Source: an optimization exercise on an open RTL-to-GDS flow (aim: small area). Production flows keep margins and buffers that such runs may drop.
RTL that was checked went through simulation tests only; none was proved equivalent to the original.
The clock port is modelled as an ideal driver, which makes a skipped or thinned clock tree look cheaper than it is; a real chip needs a root buffer or a tree.

==> inputs of branch maple <==
## Lab1Top
module Lab1Top(clk, sw, ledr, ledg, seg7_out);
  input         clk;
  input  [17:0] sw;
  output [17:0] ledr;
  output [8:0]  ledg;
  output [39:0] seg7_out;
  reg [14:0] s1, s2;
  always @(posedge clk) begin
    s1 <= {sw[17:6], sw[2:0]};
    s2 <= s1;
  end
  wire [5:0] a = s2[14:9];
  wire [5:0] b = s2[8:3];
  wire show = s2[2];
  wire [1:0] op = s2[1:0];
  wire n1 = b[0] ^ 1'b0;
  wire n2 = (b[1] & ~b[0] & ~1'b0) | (~b[1] & b[0] & 1'b0);
  wire n3 = ((n1 & a[0]) | (n2 & 1'b0)) ^ b[1];
  wire n4 = ((n1 & a[1]) | (n2 & a[0])) ^ b[1];
  wire n5 = ((n1 & a[2]) | (n2 & a[1])) ^ b[1];
  wire n6 = ((n1 & a[3]) | (n2 & a[2])) ^ b[1];
  wire n7 = ((n1 & a[4]) | (n2 & a[3])) ^ b[1];
  wire n8 = ((n1 & a[5]) | (n2 & a[4])) ^ b[1];
  wire n9 = ((n1 & a[5]) | (n2 & a[5])) ^ b[1];
  wire n10 = ~n9;
  wire n11 = b[2] ^ b[1];
  wire n12 = (b[3] & ~b[2] & ~b[1]) | (~b[3] & b[2] & b[1]);
  wire n13 = ((n11 & a[0]) | (n12 & 1'b0)) ^ b[3];
  wire n14 = ((n11 & a[1]) | (n12 & a[0])) ^ b[3];
  wire n15 = ((n11 & a[2]) | (n12 & a[1])) ^ b[3];
  wire n16 = ((n11 & a[3]) | (n12 & a[2])) ^ b[3];
  wire n17 = ((n11 & a[4]) | (n12 & a[3])) ^ b[3];
  wire n18 = ((n11 & a[5]) | (n12 & a[4])) ^ b[3];
  wire n19 = ((n11 & a[5]) | (n12 & a[5])) ^ b[3];
  wire n20 = ~n19;
  wire n21 = b[4] ^ b[3];
  wire n22 = (b[5] & ~b[4] & ~b[3]) | (~b[5] & b[4] & b[3]);
  wire n23 = ((n21 & a[0]) | (n22 & 1'b0)) ^ b[5];
  wire n24 = ((n21 & a[1]) | (n22 & a[0])) ^ b[5];
  ...
export LEC_CHECK = 0
export CAP_MARGIN = 20
export CORE_MARGIN = 2
export CORE_UTILIZATION = 40
export SETUP_SLACK_MARGIN = -1.0
export SLEW_MARGIN = 20
create_clock -name core_clock -period 18.0 [get_ports {clk}]
standard.sh (not shown) runs the stock make flow with config.mk's settings and CLKGATE_MAP_FILE= SYNTH_SCRIPT=/design/flow/synth_recipe.tcl, a recipe that flattens the netlist after the stock synthesis.
==> flow/flow/run.sh <==
#!/bin/bash
# The standard ORFS layout (standard.sh) with these changes to how the
# layout is made:
# - synthesis runs the standard synthesis script, but Yosys's abc step uses
#   the area-oriented ABC script flow/area.abc, and half and full adders are left to
#   abc (the ha and fa cells are added to DONT_USE_CELLS);
# - port buffers are buf_1 cells;
# - the clock tree is one level of clock buffers, one per group of nearby
#   registers
#   (flow/pre_cts.tcl, run before the CTS step, which it then skips);
# - constant outputs share the synthesized tie cells.
# make's output goes to make_flow.log here; each step's log is in orfs/logs/.
set -euo pipefail
W=$PWD
sed "s#@ABC@#$W/flow/area.abc#; s#@FLOW_SYNTH@#$W/synth_recipe.tcl#" flow/synth.tcl.in > my_synth.tcl
sed "s#SYNTH_SCRIPT=[^ ]*#SYNTH_SCRIPT=$W/my_synth.tcl#" standard.sh > my_standard.sh
grep -q "SYNTH_SCRIPT=$W/my_synth.tcl" my_standard.sh
PLATFORM_DONT_USE=$(make -s -C "$FLOW_HOME" DESIGN_CONFIG="$W/config.mk" print-DONT_USE_CELLS | sed -n 's/^DONT_USE_CELLS: *//p')
echo "$PLATFORM_DONT_USE" | grep -q probe_p_8
export BUFFER_PORTS_ARGS="-buffer_cell sky130_fd_sc_hd__buf_1"
export PRE_CTS_TCL=$W/flow/pre_cts.tcl
export CLOCK_BUFFER_CELL=${CLOCK_BUFFER_CELL:-sky130_fd_sc_hd__clkbuf_8}
export CLOCK_CLUSTERS=${CLOCK_CLUSTERS:-3}
export SKIP_REPAIR_TIE_FANOUT=1
export GPL_KEEP_OVERFLOW=0
bash my_standard.sh "DONT_USE_CELLS=$PLATFORM_DONT_USE sky130_fd_sc_hd__ha_1 sky130_fd_sc_hd__ha_2 sky130_fd_sc_hd__ha_4 sky130_fd_sc_hd__fa_1 sky130_fd_sc_hd__fa_2 sky130_fd_sc_hd__fa_4" finish > make_flow.log 2>&1
==> flow/flow/pre_cts.tcl <==
# Clock tree: the registers are split into CLOCK_CLUSTERS groups by position
# (k-means); one clock buffer (CLOCK_BUFFER_CELL), placed at the centre of its
# group, drives each group, and the clock port drives only these buffers.
# The standard CTS command is then skipped.
set block [ord::get_db_block]
set k $::env(CLOCK_CLUSTERS)
set regs {}
foreach inst [$block getInsts] {
  if { [string match "*dfxtp*" [[$inst getMaster] getName]] } {
    set box [$inst getBBox]
    lappend regs [list $inst [expr { ([$box xMin] + [$box xMax]) / 2.0 }] \
      [expr { ([$box yMin] + [$box yMax]) / 2.0 }]]
  }
}
# k-means, started from registers spread along the sorted x order
set sorted [lsort -real -index 1 $regs]
set n [llength $sorted]
set centres {}
for { set i 0 } { $i < $k } { incr i } {
  set r [lindex $sorted [expr { int(($i + 0.5) * $n / $k) }]]
  lappend centres [list [lindex $r 1] [lindex $r 2]]
}
for { set iter 0 } { $iter < 50 } { incr iter } {
  set groups [lrepeat $k {}]
  foreach r $regs {
    set best 0
    set bd 1e30
    for { set i 0 } { $i < $k } { incr i } {
      lassign [lindex $centres $i] cx cy
      set d [expr { abs([lindex $r 1] - $cx) + abs([lindex $r 2] - $cy) }]
      if { $d < $bd } { set bd $d; set best $i }
    }
    lset groups $best [concat [lindex $groups $best] [list $r]]
  }
  set new {}
  for { set i 0 } { $i < $k } { incr i } {
    set g [lindex $groups $i]
    if { [llength $g] == 0 } { lappend new [lindex $centres $i]; continue }
    set sx 0.0
    set sy 0.0
    foreach r $g { set sx [expr { $sx + [lindex $r 1] }]; set sy [expr { $sy + [lindex $r 2] }] }
    lappend new [list [expr { $sx / [llength $g] }] [expr { $sy / [llength $g] }]]
  }
  set centres $new
}
set dbu [$block getDefUnits]
set clk [$block findNet clk]
for { set i 0 } { $i < $k } { incr i } {
  set g [lindex $groups $i]
  if { [llength $g] == 0 } { continue }
  set pins {}
  foreach r $g { lappend pins [get_pins -of_objects [get_cells [[lindex $r 0] getName]] -filter "name == CLK"] }
  lassign [lindex $centres $i] cx cy
  puts "Clock buffer $i for [llength $g] registers at ([expr { $cx / $dbu }], [expr { $cy / $dbu }])"
  insert_buffer -buffer_cell $::env(CLOCK_BUFFER_CELL) -net clk -load_pins $pins \
    -buffer_name clkbuf_regs_$i -net_name clk_regs_$i \
    -location [list [expr { $cx / $dbu }] [expr { $cy / $dbu }]]
}
foreach inst [$block getInsts] {
  if { [string match "clkbuf_regs_*" [$inst getName]] } {
    foreach it [$inst getITerms] {
      if { [$it getNet] != "NULL" && [[$it getNet] getName] ni {VPWR VGND} } {
        [$it getNet] setSigType CLOCK
      }
    }
  }
}
proc clock_tree_synthesis { args } {
  puts "clock_tree_synthesis skipped: the clock buffers are already in place"
}
Other scripts of this flow, unchanged in this note and not shown: flow/flow/area.abc, flow/flow/synth.tcl.in
==> branch pepper: changes against branch maple <==
--- a/flow/flow/run.sh
+++ b/flow/flow/run.sh
@@ -17,10 +17,9 @@
 grep -q "SYNTH_SCRIPT=$W/my_synth.tcl" my_standard.sh
 PLATFORM_DONT_USE=$(make -s -C "$FLOW_HOME" DESIGN_CONFIG="$W/config.mk" print-DONT_USE_CELLS | sed -n 's/^DONT_USE_CELLS: *//p')
 echo "$PLATFORM_DONT_USE" | grep -q probe_p_8
 export BUFFER_PORTS_ARGS="-buffer_cell sky130_fd_sc_hd__buf_1"
 export PRE_CTS_TCL=$W/flow/pre_cts.tcl
 export CLOCK_BUFFER_CELL=${CLOCK_BUFFER_CELL:-sky130_fd_sc_hd__clkbuf_8}
 export CLOCK_CLUSTERS=${CLOCK_CLUSTERS:-3}
 export SKIP_REPAIR_TIE_FANOUT=1
-export GPL_KEEP_OVERFLOW=0
 bash my_standard.sh "DONT_USE_CELLS=$PLATFORM_DONT_USE sky130_fd_sc_hd__ha_1 sky130_fd_sc_hd__ha_2 sky130_fd_sc_hd__ha_4 sky130_fd_sc_hd__fa_1 sky130_fd_sc_hd__fa_2 sky130_fd_sc_hd__fa_4" finish > make_flow.log 2>&1
SETUP_SLACK_MARGIN = unset   (was -1.0)
==> branch nickel: changes against branch maple <==
--- a/flow/design.v
+++ b/flow/design.v
@@ -8,60 +8,60 @@
   always @(posedge clk) begin
     s1 <= {sw[17:6], sw[2:0]};
     s2 <= s1;
   end
   wire [5:0] a = s2[14:9];
   wire [5:0] b = s2[8:3];
   wire show = s2[2];
   wire [1:0] op = s2[1:0];
-  wire n1 = b[0] ^ 1'b0;
-  wire n2 = (b[1] & ~b[0] & ~1'b0) | (~b[1] & b[0] & 1'b0);
-  wire n3 = ((n1 & a[0]) | (n2 & 1'b0)) ^ b[1];
-  wire n4 = ((n1 & a[1]) | (n2 & a[0])) ^ b[1];
-  wire n5 = ((n1 & a[2]) | (n2 & a[1])) ^ b[1];
-  wire n6 = ((n1 & a[3]) | (n2 & a[2])) ^ b[1];
-  wire n7 = ((n1 & a[4]) | (n2 & a[3])) ^ b[1];
-  wire n8 = ((n1 & a[5]) | (n2 & a[4])) ^ b[1];
-  wire n9 = ((n1 & a[5]) | (n2 & a[5])) ^ b[1];
+  wire n1 = a[0] ^ 1'b0;
+  wire n2 = (a[1] & ~a[0] & ~1'b0) | (~a[1] & a[0] & 1'b0);
+  wire n3 = ((n1 & b[0]) | (n2 & 1'b0)) ^ a[1];
+  wire n4 = ((n1 & b[1]) | (n2 & b[0])) ^ a[1];
+  wire n5 = ((n1 & b[2]) | (n2 & b[1])) ^ a[1];
+  wire n6 = ((n1 & b[3]) | (n2 & b[2])) ^ a[1];
+  wire n7 = ((n1 & b[4]) | (n2 & b[3])) ^ a[1];
+  wire n8 = ((n1 & b[5]) | (n2 & b[4])) ^ a[1];
+  wire n9 = ((n1 & b[5]) | (n2 & b[5])) ^ a[1];
   wire n10 = ~n9;
-  wire n11 = b[2] ^ b[1];
-  wire n12 = (b[3] & ~b[2] & ~b[1]) | (~b[3] & b[2] & b[1]);
-  wire n13 = ((n11 & a[0]) | (n12 & 1'b0)) ^ b[3];
-  wire n14 = ((n11 & a[1]) | (n12 & a[0])) ^ b[3];
-  wire n15 = ((n11 & a[2]) | (n12 & a[1])) ^ b[3];
-  wire n16 = ((n11 & a[3]) | (n12 & a[2])) ^ b[3];
-  wire n17 = ((n11 & a[4]) | (n12 & a[3])) ^ b[3];
-  wire n18 = ((n11 & a[5]) | (n12 & a[4])) ^ b[3];
-  wire n19 = ((n11 & a[5]) | (n12 & a[5])) ^ b[3];
+  wire n11 = a[2] ^ a[1];
+  wire n12 = (a[3] & ~a[2] & ~a[1]) | (~a[3] & a[2] & a[1]);
+  wire n13 = ((n11 & b[0]) | (n12 & 1'b0)) ^ a[3];
+  wire n14 = ((n11 & b[1]) | (n12 & b[0])) ^ a[3];
+  wire n15 = ((n11 & b[2]) | (n12 & b[1])) ^ a[3];
+  wire n16 = ((n11 & b[3]) | (n12 & b[2])) ^ a[3];
+  wire n17 = ((n11 & b[4]) | (n12 & b[3])) ^ a[3];
+  wire n18 = ((n11 & b[5]) | (n12 & b[4])) ^ a[3];
+  wire n19 = ((n11 & b[5]) | (n12 & b[5])) ^ a[3];
   wire n20 = ~n19;
-  wire n21 = b[4] ^ b[3];
-  wire n22 = (b[5] & ~b[4] & ~b[3]) | (~b[5] & b[4] & b[3]);
-  wire n23 = ((n21 & a[0]) | (n22 & 1'b0)) ^ b[5];
-  wire n24 = ((n21 & a[1]) | (n22 & a[0])) ^ b[5];
-  wire n25 = ((n21 & a[2]) | (n22 & a[1])) ^ b[5];
-  wire n26 = ((n21 & a[3]) | (n22 & a[2])) ^ b[5];
-  wire n27 = ((n21 & a[4]) | (n22 & a[3])) ^ b[5];
-  wire n28 = ((n21 & a[5]) | (n22 & a[4])) ^ b[5];
-  wire n29 = ((n21 & a[5]) | (n22 & a[5])) ^ b[5];
+  wire n21 = a[4] ^ a[3];
+  wire n22 = (a[5] & ~a[4] & ~a[3]) | (~a[5] & a[4] & a[3]);
+  wire n23 = ((n21 & b[0]) | (n22 & 1'b0)) ^ a[5];
+  wire n24 = ((n21 & b[1]) | (n22 & b[0])) ^ a[5];
+  wire n25 = ((n21 & b[2]) | (n22 & b[1])) ^ a[5];
+  wire n26 = ((n21 & b[3]) | (n22 & b[2])) ^ a[5];
+  wire n27 = ((n21 & b[4]) | (n22 & b[3])) ^ a[5];
+  wire n28 = ((n21 & b[5]) | (n22 & b[4])) ^ a[5];
+  wire n29 = ((n21 & b[5]) | (n22 & b[5])) ^ a[5];
   wire n30 = ~n29;
-  wire n31 = b[1] ^ n3;
-  wire n32 = b[1] & n3;
+  wire n31 = a[1] ^ n3;
+  wire n32 = a[1] & n3;
   wire n33 = n4 ^ n32;
   wire n34 = n4 & n32;
-  wire n35 = b[3] ^ n5 ^ n13;
-  wire n36 = (b[3] & n5) | (b[3] & n13) | (n5 & n13);
+  wire n35 = a[3] ^ n5 ^ n13;
+  wire n36 = (a[3] & n5) | (a[3] & n13) | (n5 & n13);
   wire n37 = n35 ^ n34;
   wire n38 = n35 & n34;
   wire n39 = n6 ^ n14 ^ n36;
   wire n40 = (n6 & n14) | (n6 & n36) | (n14 & n36);
   wire n41 = n39 ^ n38;
   wire n42 = n39 & n38;
-  wire n43 = b[5] ^ n7 ^ n15;
-  wire n44 = (b[5] & n7) | (b[5] & n15) | (n7 & n15);
+  wire n43 = a[5] ^ n7 ^ n15;
+  wire n44 = (a[5] & n7) | (a[5] & n15) | (n7 & n15);
   wire n45 = n23 ^ n43 ^ n40;
   wire n46 = (n23 & n43) | (n23 & n40) | (n43 & n40);
   wire n47 = n45 ^ n42;
   wire n48 = n45 & n42;
   wire n49 = n8 ^ n16 ^ n24;
   wire n50 = (n8 & n16) | (n8 & n24) | (n16 & n24);
   wire n51 = n44 ^ n49 ^ n46;
   wire n52 = (n44 & n49) | (n44 & n46) | (n49 & n46);
--- a/flow/flow/run.sh
+++ b/flow/flow/run.sh
@@ -15,12 +15,11 @@
 sed "s#@ABC@#$W/flow/area.abc#; s#@FLOW_SYNTH@#$W/synth_recipe.tcl#" flow/synth.tcl.in > my_synth.tcl
 sed "s#SYNTH_SCRIPT=[^ ]*#SYNTH_SCRIPT=$W/my_synth.tcl#" standard.sh > my_standard.sh
 grep -q "SYNTH_SCRIPT=$W/my_synth.tcl" my_standard.sh
 PLATFORM_DONT_USE=$(make -s -C "$FLOW_HOME" DESIGN_CONFIG="$W/config.mk" print-DONT_USE_CELLS | sed -n 's/^DONT_USE_CELLS: *//p')
 echo "$PLATFORM_DONT_USE" | grep -q probe_p_8
 export BUFFER_PORTS_ARGS="-buffer_cell sky130_fd_sc_hd__buf_1"
 export PRE_CTS_TCL=$W/flow/pre_cts.tcl
 export CLOCK_BUFFER_CELL=${CLOCK_BUFFER_CELL:-sky130_fd_sc_hd__clkbuf_8}
-export CLOCK_CLUSTERS=${CLOCK_CLUSTERS:-3}
+export CLOCK_CLUSTERS=${CLOCK_CLUSTERS:-2}
 export SKIP_REPAIR_TIE_FANOUT=1
-export GPL_KEEP_OVERFLOW=0
 bash my_standard.sh "DONT_USE_CELLS=$PLATFORM_DONT_USE sky130_fd_sc_hd__ha_1 sky130_fd_sc_hd__ha_2 sky130_fd_sc_hd__ha_4 sky130_fd_sc_hd__fa_1 sky130_fd_sc_hd__fa_2 sky130_fd_sc_hd__fa_4" finish > make_flow.log 2>&1
==> branch tundra: changes against branch maple <==
--- a/flow/design.v
+++ b/flow/design.v
@@ -1,23 +1,20 @@
 module Lab1Top(clk, sw, ledr, ledg, seg7_out);
   input         clk;
   input  [17:0] sw;
   output [17:0] ledr;
   output [8:0]  ledg;
   output [39:0] seg7_out;
-  reg [14:0] s1, s2;
-  always @(posedge clk) begin
-    s1 <= {sw[17:6], sw[2:0]};
-    s2 <= s1;
-  end
-  wire [5:0] a = s2[14:9];
-  wire [5:0] b = s2[8:3];
-  wire show = s2[2];
-  wire [1:0] op = s2[1:0];
+  reg [14:0] s1;
+  always @(posedge clk) s1 <= {sw[17:6], sw[2:0]};
+  wire [5:0] a = s1[14:9];
+  wire [5:0] b = s1[8:3];
+  wire show = s1[2];
+  wire [1:0] op = s1[1:0];
   wire n1 = b[0] ^ 1'b0;
   wire n2 = (b[1] & ~b[0] & ~1'b0) | (~b[1] & b[0] & 1'b0);
   wire n3 = ((n1 & a[0]) | (n2 & 1'b0)) ^ b[1];
   wire n4 = ((n1 & a[1]) | (n2 & a[0])) ^ b[1];
   wire n5 = ((n1 & a[2]) | (n2 & a[1])) ^ b[1];
   wire n6 = ((n1 & a[3]) | (n2 & a[2])) ^ b[1];
   wire n7 = ((n1 & a[4]) | (n2 & a[3])) ^ b[1];
   wire n8 = ((n1 & a[5]) | (n2 & a[4])) ^ b[1];
@@ -182,20 +179,25 @@
   integer i;
   always @(*) begin
     nz = 1'b0;
     for (i = 0; i < 11; i = i + 1) begin
       m[i] = v[i] ^ (neg & nz);
       nz = nz | v[i];
     end
   end
-  wire [11:0] ledr_q = show ? c : {a, b};
-  wire ovf_q = ovf;
-  wire neg_q = neg;
-  wire [10:0] m_q = m;
+  reg [11:0] ledr_q;
+  reg ovf_q, neg_q;
+  reg [10:0] m_q;
+  always @(posedge clk) begin
+    ledr_q <= show ? c : {a, b};
+    ovf_q <= ovf;
+    neg_q <= neg;
+    m_q <= m;
+  end
   function [3:0] dd;
     input [3:0] d;
     reg c;
     begin
       c = d[3] | (d[2] & d[1]) | (d[2] & d[0]);
       dd[3] = c;
       dd[0] = d[0] ^ c;
       dd[1] = c ? ((d[1] & d[0]) | (d[3] & ~d[0])) : d[1];
--- a/flow/flow/run.sh
+++ b/flow/flow/run.sh
@@ -17,10 +17,9 @@
 grep -q "SYNTH_SCRIPT=$W/my_synth.tcl" my_standard.sh
 PLATFORM_DONT_USE=$(make -s -C "$FLOW_HOME" DESIGN_CONFIG="$W/config.mk" print-DONT_USE_CELLS | sed -n 's/^DONT_USE_CELLS: *//p')
 echo "$PLATFORM_DONT_USE" | grep -q probe_p_8
 export BUFFER_PORTS_ARGS="-buffer_cell sky130_fd_sc_hd__buf_1"
 export PRE_CTS_TCL=$W/flow/pre_cts.tcl
 export CLOCK_BUFFER_CELL=${CLOCK_BUFFER_CELL:-sky130_fd_sc_hd__clkbuf_8}
 export CLOCK_CLUSTERS=${CLOCK_CLUSTERS:-3}
 export SKIP_REPAIR_TIE_FANOUT=1
-export GPL_KEEP_OVERFLOW=0
 bash my_standard.sh "DONT_USE_CELLS=$PLATFORM_DONT_USE sky130_fd_sc_hd__ha_1 sky130_fd_sc_hd__ha_2 sky130_fd_sc_hd__ha_4 sky130_fd_sc_hd__fa_1 sky130_fd_sc_hd__fa_2 sky130_fd_sc_hd__fa_4" finish > make_flow.log 2>&1
SETUP_SLACK_MARGIN = unset   (was -1.0)
==> flow_metrics.tcl <==
set metrics [dict create \
    status "timing/DRC/antenna clean" \
    setup_ws_ns 1.66 \
    crit_start "s2[4]" \
    met1_length_mm 4.57 \
    postSynthCellCount 575 \
    dp_cells 712 \
    cp.depth 88 \
    yosys.area_share.simple_pct 30.8 \
    period_minus_slack_ns 16.34 \
    inv_count 71 \
    cp_slowest_stage_delay_ns 0.55 \
    crit_top_cell "nor2_1" \
    layout_common_cells "nor2_1 (131), clkinv_1 (66), a21oi_1 (58), o21ai_0 (55)" \
    gp_congestion 0.928 \
    grt_max_degree 17 \
]
# the run above: branch pepper

==> flow_metrics.tcl <==
set metrics [dict create \
    crit_start "m_q[10]" \
    status "timing/DRC/antenna clean" \
    gp_congestion 0.957 \
    postSynthCellCount 576 \
    setup_ws_ns 6.84 \
    grt_max_degree 19 \
    met1_length_mm 4.66 \
    dp_cells 702 \
]
# the run above: branch tundra

==> flow_metrics.tcl <==
set metrics [dict create \
    status "timing/DRC/antenna clean" \
    grt_max_degree 17 \
    dp_cells 701 \
    postSynthCellCount 575 \
    met1_length_mm 4.41 \
    yosys.area_share.simple_pct 30.8 \
    gp_congestion 0.914 \
    period_minus_slack_ns 17.19 \
    crit_top_cell "nor2_1" \
    crit_start "s2[6]" \
]
# the run above: branch maple

==> flow_metrics.tcl <==
set metrics [dict create \
    wl_per_cell_microns 12.7 \
    fp.dieW_microns 94.0 \
    crit_top_cell "nor2_1" \
    inv_count 59 \
    cp.depth 94 \
    period_minus_slack_ns 17.27 \
    cp_slowest_stage_delay_ns 0.47 \
    fmax_ghz 0.0579 \
    layout_common_cells "nor2_1 (128), buf_4 (93), o21ai_0 (68), a21oi_1 (67), nand2_1 (66)" \
    gp_congestion 0.988 \
    met1_length_mm 4.73 \
    crit_start "s2[7]" \
    dp_cells 785 \
    die-area_sq_mm 0.00883 \
    muxShareOfSynthArea_pct 0 \
    status "timing/DRC/antenna clean" \
]
# the run above: branch nickel

No functional check of the RTL was part of branch nickel. No run of this note takes its clock network from TritonCTS; it comes from the design's own scripts or RTL.

separate check: timing with driven ports:
In the flow no input, the clock included, has a driving cell. The finished layouts below were timed again as built, in two steps. Step 1 (the two cells are an assumption about what drives the block):
set clk [get_ports {clk}]
set_driving_cell -lib_cell sky130_fd_sc_hd__clkbuf_16 $clk
set_driving_cell -lib_cell sky130_fd_sc_hd__buf_2 [delete_from_list [all_inputs] $clk]
Step 2, shift: input delay + t, output delay - t, t = (earliest + latest rising clock arrival at the registers) / 2. This alone moves slack from input paths to output paths. Three values: ideal, step 1, step 2; two values: the first two.
run | t, ns | setup slack, ns | hold WS [ns] | clock arrival spread, ns | worst data-port slew with drivers (ns)
branch maple | 0.169 | 0.813 / 0.771 / 0.940 | 0.325 / 0.325 / 0.325 | 0.004 / 0.004 | 0.03
branch pepper | 0.167 | 1.665 / 1.623 / 1.790 | 0.321 / 0.321 / 0.321 | 0.007 / 0.006 | 0.03
branch nickel | 0.182 | 0.726 / 0.689 / 0.871 | 0.320 / 0.320 / 0.320 | 0.016 / 0.016 | 0.03
branch tundra | 0.192 | 6.837 / 6.788 / 6.980 | 0.585 / 0.585 / 0.585 | 0.014 / 0.014 | 0.04
After both steps setup and hold are still met in every run listed.
